Context: an optimization exercise on an open-source flow, tuned for small area and a short achievable clock period. The choices shown serve that exercise and are no tape-out recipe. Only simulation tests tie the RTL to the original design; equivalence was not proved. Power is estimated from default activity; no workload was simulated.

main:
## alu_top
module alu_top (
    input clk,
    input [16-1:0] a,
    input [16-1:0] b,
    input [3:0] sel,
    output reg [16-1:0] y,
    output reg carry
);
  wire [5:0] ra, qa;
  div_pre u_pre (.a(a), .b(b), .r(ra), .q(qa));
  reg [15:0] s1_a, s1_b;
  reg [3:0] s1_sel;
  reg [5:0] s1_r, s1_q;
  always @(posedge clk) begin
    s1_a <= a;
    s1_b <= b;
    s1_sel <= sel;
    s1_r <= ra;
    s1_q <= qa;
  end
  wire [6:0] t9 = {s1_r, s1_a[9]};
  wire [6:0] p9 = ~(t9 ^ s1_b[6:0]);
  wire [7:0] c9;
  wire G9_0 = p9[0] ? 1'b0 : s1_b[0];
  wire G9_1 = p9[2] ? s1_b[1] : s1_b[2];
  wire P9_1 = p9[2] & p9[1];
  wire G9_2 = p9[4] ? s1_b[3] : s1_b[4];
  wire P9_2 = p9[4] & p9[3];
  wire G9_3 = p9[6] ? s1_b[5] : s1_b[6];
  wire P9_3 = p9[6] & p9[5];
  wire G9_4 = P9_1 ? G9_0 : G9_1;
  wire G9_5 = P9_3 ? G9_2 : G9_3;
  wire P9_5 = P9_3 & P9_2;
  wire G9_6 = P9_5 ? G9_4 : G9_5;
  wire G9_7 = P9_2 ? G9_4 : G9_2;
  wire G9_8 = p9[1] ? G9_0 : s1_b[1];
  wire G9_9 = p9[3] ? G9_4 : s1_b[3];
  wire G9_10 = p9[5] ? G9_7 : s1_b[5];
  assign c9[0] = 1'b0;
  assign c9[1] = G9_0;
  assign c9[2] = G9_8;
  assign c9[3] = G9_4;
  assign c9[4] = G9_9;
  assign c9[5] = G9_7;
  assign c9[6] = G9_10;
  assign c9[7] = G9_6;
  wire [6:0] d9 = ~p9 ^ c9[6:0];
  wire q9 = ~|s1_b[15:7] & ~c9[7];
  wire [6:0] r9 = q9 ? d9[6:0] : t9;
  wire [7:0] t8 = {r9, s1_a[8]};
  wire [7:0] p8 = ~(t8 ^ s1_b[7:0]);
  wire [8:0] c8;
  wire G8_0 = p8[0] ? 1'b0 : s1_b[0];
  wire G8_1 = p8[2] ? s1_b[1] : s1_b[2];
  wire P8_1 = p8[2] & p8[1];
  wire G8_2 = p8[4] ? s1_b[3] : s1_b[4];
  wire P8_2 = p8[4] & p8[3];
  wire G8_3 = p8[6] ? s1_b[5] : s1_b[6];
  wire P8_3 = p8[6] & p8[5];
  wire G8_4 = P8_1 ? G8_0 : G8_1;
  wire G8_5 = P8_3 ? G8_2 : G8_3;
  wire P8_5 = P8_3 & P8_2;
  wire G8_6 = P8_5 ? G8_4 : G8_5;
  wire G8_7 = P8_2 ? G8_4 : G8_2;
  wire G8_8 = p8[1] ? G8_0 : s1_b[1];
  wire G8_9 = p8[3] ? G8_4 : s1_b[3];
  wire G8_10 = p8[5] ? G8_7 : s1_b[5];
  wire G8_11 = p8[7] ? G8_6 : s1_b[7];
  ...
Size in the first run: ~98 flip-flops.
export LEC_CHECK = 0
export ABC_AREA = 1
export CAP_MARGIN = 20
export CORE_MARGIN = 2
export CORE_UTILIZATION = 55
export SLEW_MARGIN = 20
export SYNTH_HIERARCHICAL = 1
create_clock -name core_clock -period 27.0 [get_ports {clk}]
standard.sh (not shown) runs the stock make flow with config.mk's settings and CLKGATE_MAP_FILE= SYNTH_SCRIPT=/design/flow/synth_recipe.tcl, a recipe that flattens the netlist after the stock synthesis.
==> flow/flow/run.sh <==
#!/bin/bash
# Standard ORFS layout (standard.sh: unchanged synthesis, steps and SDC) with
# a larger setup slack margin for the repair steps.  At the design's 27 ns
# period every path already has slack, so without a margin the repair steps
# do nothing; with MARGIN ns they shorten every path longer than 27 - MARGIN.
set -euo pipefail
MARGIN=17
bash standard.sh SETUP_SLACK_MARGIN=$MARGIN  finish > standard.log 2>&1
#### Input delta (the feature branch over main)
diff --git a/flow/flow/run.sh b/flow/flow/run.sh
--- a/flow/flow/run.sh
+++ b/flow/flow/run.sh
@@ -7 +7 @@
-MARGIN=17
+MARGIN=16
Findings:
Status: number of global-route vias before repair parity (the feature branch, main). Arrival time of the worst setup path in the feature branch vs main: up 560 ps. Compared with main, the feature branch shows switching power that has gone down by a few percent. The feature branch: done, clean on timing, DRC and antenna. Between the feature branch and main, the power of the sequential group figures differ only marginally. Against main as the reference, the feature branch delivers a lower total power after layout. Pin slew with the least headroom to its limit ends up higher on main. Critical path depth: the feature branch vs main down about 4.7%. Looking at sequential share of power, the feature branch sits 0.4 points higher than main does.

[what the ideal ports hide]
No port has a modelled driver above. Below, the same layouts with a new extraction and two added sets of constraints. Step 1 assumes that a clkbuf_16 drives the clock port and a buf_2 every other input. Step 2, shift: input delay + t, output delay - t, t = (earliest + latest rising clock arrival at the registers) / 2. This alone moves slack from input paths to output paths. Three values: ideal, step 1, step 2; two values: the first two.
run | t (ns) | setup WS [ns] | latest minus earliest clock arrival (ns) | worst slew at a driven data input, ns
main | 0.435 | 17.564 / 17.564 / 17.227 | 0.010 / 0.010 | 0.04
the feature branch | 0.435 | 16.962 / 16.962 / 16.962 | 0.010 / 0.010 | 0.04
After both steps setup and hold are still met in every run listed. The setup slack of main, which loses most, moves by 0.000 ns with the drivers and by -0.337 ns with both steps.
